Background: an optimization exercise with open tools, aiming at small area, a short achievable clock period and few clock cycles per item. Do not read the settings as production practice. Where RTL was checked, it was by simulation tests only, not by an equivalence proof against the original. Power and IR drop assume default switching activity.

Setup of the previous run:
==> module cache_controller, before the edit <==
module cache_controller(
    input  logic         clk,
    input  logic         rst_n,
    input  logic         read_req,      
    input  logic         write_req,     
    input  logic         cache_flush,   
    input  logic [31:0]  p_addr,        
    output logic [31:0]  m_addr,        
    input  logic [31:0]  p_w_data,      
    output logic [31:0]  p_r_data,      
    input  logic [127:0] m_r_data,      
    output logic [127:0] m_w_data,      
    input  logic         main_mem_ack,  
    output logic         mem_write,     
    output logic         mem_read,      
    output logic         stall,         
    output logic         p_ready        
);
    localparam PB = 3;      
    logic [127:0] line;     
    logic [27:0]  tag;      
    logic         valid;
    logic         dirty;
    logic         hit_r;    
    logic         miss_r;   
    logic         rd_r;     
    logic         wr_r;     
    logic         ack_r;    
    logic [3:0]   selm_r;   
    logic [3:0]   sell_r;   
    logic         rw, any, done, match, miss, fill_done, wb_done;
    logic [3:0]   word;     
    logic [3:0]   wsel;     
    logic [3:0]   fsel;     
    logic [3:0]   hold;     
    logic [127:0] line_d;
    assign rw    = read_req | write_req;
    assign any   = read_req | write_req | cache_flush;
    assign match = valid && (tag == p_addr[31:4]);
    assign miss  = (tag[PB-1:0] != p_addr[PB+3:4]) || miss_r;
    assign fill_done = rd_r && main_mem_ack;
    assign wb_done   = wr_r && main_mem_ack;
    assign mem_write = dirty && ((rw && miss) || cache_flush);
    assign mem_read  = rw && !dirty && miss;
    assign m_addr    = {(dirty ? tag : p_addr[31:4]), 4'b0000};
    assign m_w_data  = line;
    assign done    = hit_r || (main_mem_ack && ack_r) || (cache_flush && !dirty);
    assign p_ready = any && done;
    assign stall   = any && !done;
    always_comb begin
        p_r_data = 32'd0;
        for (int k = 0; k < 4; k++)
            p_r_data = p_r_data
                     | ({32{selm_r[k]}} & m_r_data[32*k +: 32])
                     | ({32{sell_r[k]}} & line[32*k +: 32]);
    end
    always_comb begin
        for (int k = 0; k < 4; k++) begin
            word[k] = (p_addr[3:2] == 2'(k));
            wsel[k] = write_req && word[k] && (hit_r || fill_done);
            fsel[k] = fill_done && !wsel[k];
            hold[k] = !wsel[k] && !fill_done;
            line_d[32*k +: 32] = ({32{hold[k]}} & line[32*k +: 32])
                               | ({32{wsel[k]}} & p_w_data)
                               | ({32{fsel[k]}} & m_r_data[32*k +: 32]);
        end
    end
    always_ff @(posedge clk) begin
        line   <= line_d;
        selm_r <= word & {4{mem_read && !main_mem_ack}};
        sell_r <= word & {4{!(mem_read && !main_mem_ack)}};
        if (fill_done)
            tag <= p_addr[31:4];
    end
    always_ff @(posedge clk or negedge rst_n) begin
        if (!rst_n) begin
            valid  <= 1'b0;
            dirty  <= 1'b0;
            hit_r  <= 1'b0;
            miss_r <= 1'b1;
            rd_r   <= 1'b0;
            wr_r   <= 1'b0;
            ack_r  <= 1'b0;
        end else begin
            hit_r  <= stall && rw && match;
            miss_r <= (stall && !match) || !(valid || fill_done);
            rd_r   <= mem_read && !main_mem_ack;
            wr_r   <= mem_write && !main_mem_ack;
            ack_r  <= (mem_read || (mem_write && cache_flush)) && !main_mem_ack;
            if (fill_done)
                valid <= 1'b1;
            if (wb_done)
                dirty <= 1'b0;
            else if (write_req && (hit_r || fill_done))
                dirty <= 1'b1;
        end
    end
endmodule
export LEC_CHECK = 0
export CAP_MARGIN = 20
export CORE_MARGIN = 2
export CORE_UTILIZATION = 60
export SETUP_SLACK_MARGIN = 2.8
export SLEW_MARGIN = 20
create_clock -name core_clock -period 6.0 [get_ports {clk}]
standard.sh (not shown) runs the stock make flow with config.mk's settings and CLKGATE_MAP_FILE= SYNTH_SCRIPT=/design/flow/synth_recipe.tcl, a recipe that flattens the netlist after the stock synthesis.
==> flow/flow/run.sh <==
#!/bin/bash
# Standard layout, with plain buffers on the ports.
cp standard.sh standard_sh_copy.txt
export BUFFER_PORTS_ARGS="-buffer_cell sky130_fd_sc_hd__buf_1"
bash standard.sh > standard.log 2>&1
Input-level comparison between the current run and the previous run:
--- a/flow/design.v
+++ b/flow/design.v
@@ -29,5 +29,5 @@
     logic [3:0]   selm_r;   
     logic [3:0]   sell_r;   
-    logic         rw, any, done, match, miss, fill_done, wb_done;
+    logic         rw, match, miss, fill_done, wb_done;
     logic [3:0]   word;     
     logic [3:0]   wsel;     
@@ -36,5 +36,4 @@
     logic [127:0] line_d;
     assign rw    = read_req | write_req;
-    assign any   = read_req | write_req | cache_flush;
     assign match = valid && (tag == p_addr[31:4]);
     assign miss  = (tag[PB-1:0] != p_addr[PB+3:4]) || miss_r;
@@ -45,7 +44,6 @@
     assign m_addr    = {(dirty ? tag : p_addr[31:4]), 4'b0000};
     assign m_w_data  = line;
-    assign done    = hit_r || (main_mem_ack && ack_r) || (cache_flush && !dirty);
-    assign p_ready = any && done;
-    assign stall   = any && !done;
+    assign p_ready = (rw && hit_r) || (main_mem_ack && ack_r) || (cache_flush && !dirty);
+    assign stall   = (read_req | write_req | cache_flush) & ~p_ready;
     always_comb begin
         p_r_data = 32'd0;
@@ -83,5 +81,5 @@
             ack_r  <= 1'b0;
         end else begin
-            hit_r  <= stall && rw && match;
+            hit_r  <= stall && match;
             miss_r <= (stall && !match) || !(valid || fill_done);
             rd_r   <= mem_read && !main_mem_ack;
## What came out
Taking the previous run as the reference point, the setup slack after layout of the current run falls by 0.068 ns.
Final hold slack: the current run worse than the previous run
Compared with the previous run, the current run shows power lower by 0.20 mW.
Share of the core filled with cells: the current run vs the previous run up 0.94 points
Static leakage power, the previous run and the current run: larger value in the current run
In the current run, the post-route fraction of the period consumed by the critical path came out 1.1 points above the value in the previous run.
Function was not checked in any run of this note: the RTL went through the layout flow alone.

========
cache_controller, a different RTL version from the one above (not shown whole).
Size: ~720 cells after synthesis, roughly 0.0075 mm^2 of cells after synthesis.
==> module cache_controller, before the edit <==
module cache_controller(
    input  logic         clk,
    input  logic         rst_n,
    input  logic         read_req,      
    input  logic         write_req,     
    input  logic         cache_flush,   
    input  logic [31:0]  p_addr,        
    output logic [31:0]  m_addr,        
    input  logic [31:0]  p_w_data,      
    output logic [31:0]  p_r_data,      
    input  logic [127:0] m_r_data,      
    output logic [127:0] m_w_data,      
    input  logic         main_mem_ack,  
    output logic         mem_write,     
    output logic         mem_read,      
    output logic         stall,         
    output logic         p_ready        
);
    localparam PB = 4;      
    logic [127:0] line;     
    logic [27:0]  tag;      
    logic         valid;
    logic         dirty;
    logic         hit_r;    
    logic         miss_r;   
    logic         rd_r;     
    logic         wr_r;     
    logic         ack_r;    
    logic [3:0]   selm_r [2];  
    logic [3:0]   sell_r [2];  
    logic         rw, any, done, match, miss, fill_done, wb_done, fill_next;
    logic [3:0]   word;     
    logic [3:0]   wsel;     
    logic [3:0]   fsel;     
    logic [3:0]   hold;     
    logic [127:0] line_d;
    assign rw    = read_req | write_req;
    assign any   = read_req | write_req | cache_flush;
    assign match = valid && (tag == p_addr[31:4]);
    assign miss  = (tag[PB-1:0] != p_addr[PB+3:4]) || miss_r;
    assign fill_done = rd_r && main_mem_ack;
    assign wb_done   = wr_r && main_mem_ack;
    assign mem_write = dirty && ((rw && miss) || cache_flush);
    assign mem_read  = rw && !dirty && miss;
    assign m_addr    = {(dirty ? tag : p_addr[31:4]), 4'b0000};
    assign m_w_data  = line;
    assign done    = hit_r || (main_mem_ack && ack_r) || (cache_flush && !dirty);
    assign p_ready = any && done;
    assign stall   = any && !done;
    always_comb begin
        for (int h = 0; h < 2; h++) begin
            p_r_data[16*h +: 16] = 16'd0;
            for (int k = 0; k < 4; k++)
                p_r_data[16*h +: 16] = p_r_data[16*h +: 16]
                                     | ({16{selm_r[h][k]}} & m_r_data[32*k+16*h +: 16])
                                     | ({16{sell_r[h][k]}} & line[32*k+16*h +: 16]);
        end
    end
    always_comb begin
        for (int k = 0; k < 4; k++) begin
            word[k] = (p_addr[3:2] == 2'(k));
            wsel[k] = write_req && word[k] && (hit_r || fill_done);
            fsel[k] = fill_done && !wsel[k];
            hold[k] = !wsel[k] && !fill_done;
            line_d[32*k +: 32] = ({32{hold[k]}} & line[32*k +: 32])
                               | ({32{wsel[k]}} & p_w_data)
                               | ({32{fsel[k]}} & m_r_data[32*k +: 32]);
        end
    end
    assign fill_next = mem_read && !main_mem_ack;
    always_ff @(posedge clk) begin
        line <= line_d;
        for (int h = 0; h < 2; h++) begin
            selm_r[h] <= word & {4{fill_next}};
            sell_r[h] <= word & {4{!fill_next}};
        end
        if (fill_done)
            tag <= p_addr[31:4];
    end
    always_ff @(posedge clk or negedge rst_n) begin
        if (!rst_n) begin
            valid  <= 1'b0;
            dirty  <= 1'b0;
            hit_r  <= 1'b0;
            miss_r <= 1'b1;
            rd_r   <= 1'b0;
            wr_r   <= 1'b0;
            ack_r  <= 1'b0;
        end else begin
            hit_r  <= stall && rw && match;
            miss_r <= (stall && !match) || !(valid || fill_done);
            rd_r   <= fill_next;
            wr_r   <= mem_write && !main_mem_ack;
            ack_r  <= (mem_read || (mem_write && cache_flush)) && !main_mem_ack;
            if (fill_done)
                valid <= 1'b1;
            if (wb_done)
                dirty <= 1'b0;
            else if (write_req && (hit_r || fill_done))
                dirty <= 1'b1;
        end
    end
endmodule
Settings: LEC_CHECK=0, CAP_MARGIN=20, CORE_MARGIN=2, CORE_UTILIZATION=50, CTS_BUF_LIST=sky130_fd_sc_hd__clkbuf_8, SETUP_SLACK_MARGIN=2.8, SLEW_MARGIN=20; clock period 6.0 ns.
==> flow/flow/run.sh <==
#!/bin/bash
# Standard layout with two changes:
#  - synthesis maps the logic with an area-oriented ABC script
#    (flow/abc_area.script) instead of ORFS's speed script; everything else
#    in the standard flow's synthesis script (synth_recipe.tcl) is kept;
#  - the ports get plain buf_1 buffers (buffer_ports -buffer_cell).
set -euo pipefail
W=$PWD
# synth_recipe.tcl with a wrapper that swaps the ABC script
{
  head -n 1 synth_recipe.tcl
  cat <<EOT
proc abc {args} {
  set i [lsearch -exact \$args -script]
  if {\$i >= 0} { set args [lreplace \$args [expr {\$i+1}] [expr {\$i+1}] $W/flow/abc_area.script] }
  yosys abc {*}\$args
}
EOT
  tail -n +2 synth_recipe.tcl
} > synth_area.tcl
sed "s#SYNTH_SCRIPT=[^ ]*synth_recipe.tcl#SYNTH_SCRIPT=$W/synth_area.tcl#" standard.sh > standard_area.sh
grep -q "SYNTH_SCRIPT=$W/synth_area.tcl" standard_area.sh
export BUFFER_PORTS_ARGS="-buffer_cell sky130_fd_sc_hd__buf_1"
bash standard_area.sh > standard.log 2>&1
==> flow/flow/abc_area.script <==
strash
&get -n
&fraig -x
&put
dc2
strash
&get -n
&dch -f
&nf -R 1000
&put
Then changed:
--- a/flow/design.v
+++ b/flow/design.v
@@ -14,11 +14,11 @@
     output logic         mem_write,     
     output logic         mem_read,      
     output logic         stall,         
     output logic         p_ready        
 );
-    localparam PB = 4;      
+    localparam PB = 2;      
     logic [127:0] line;     
     logic [27:0]  tag;      
     logic         valid;
     logic         dirty;
     logic         hit_r;    
Via count shrinks slightly.
Area after synthesis drops slightly.
Clock power drops by about a fifth.
Total power falls slightly.
Design area drops slightly.
Count of clock-buffer cells in the layout fell by 2.
Wire length went down by a few percent.
Critical path depth fell by 2.
Setup slack improved by 0.046 ns.
Fmax came out higher slightly.
Utilization is lower by 0.88 points.
Worst hold slack gains 0.0053 ns.
Register-to-register slack is about the same.
Testbench counts after the change, summed over its fixed seeds: cycles 68,314, items 12,008.
For the first run of this note, only the layout was checked, not whether the RTL still works.

## separate check: timing with driven ports
How much do the figures lean on ideal ports? The routed layouts below were timed once more, with nothing changed but the port constraints.
Step 1 sets driving cells, clkbuf_16 on the clock port and buf_2 on the other inputs (assumed; they add their load-dependent delay and slew).
Step 2 adds t to the input delays and takes it off the output delays; t is the mean of the earliest and latest rising clock arrival at the registers after step 1. Input paths then give back, and output paths get back, about the clock's delay inside the block.
a / b / c = no drivers / after step 1 / after step 2; a / b = the first two.
run	t (ns)	setup WS [ns]	hold WS [ns]	slew at the worst register clock pin (ns)	pins driven straight from the clock port
the previous run	0.470	2.677 / 2.627 / 2.535	0.423 / 0.423 / 0.423	0.07 / 0.07	1
the current run	0.470	2.610 / 2.568 / 2.143	0.417 / 0.417 / 0.417	0.07 / 0.07	1
the first run of note 2	0.504	2.748 / 2.707 / 2.303	0.453 / 0.453 / 0.453	0.09 / 0.09	1
the second run of note 2	0.512	2.794 / 2.754 / 2.314	0.458 / 0.458 / 0.458	0.09 / 0.09	1
After both steps every run listed still meets setup and hold. For the second run of note 2, which loses most, drivers alone change the setup slack by -0.040 ns; drivers and shift together by -0.480 ns.
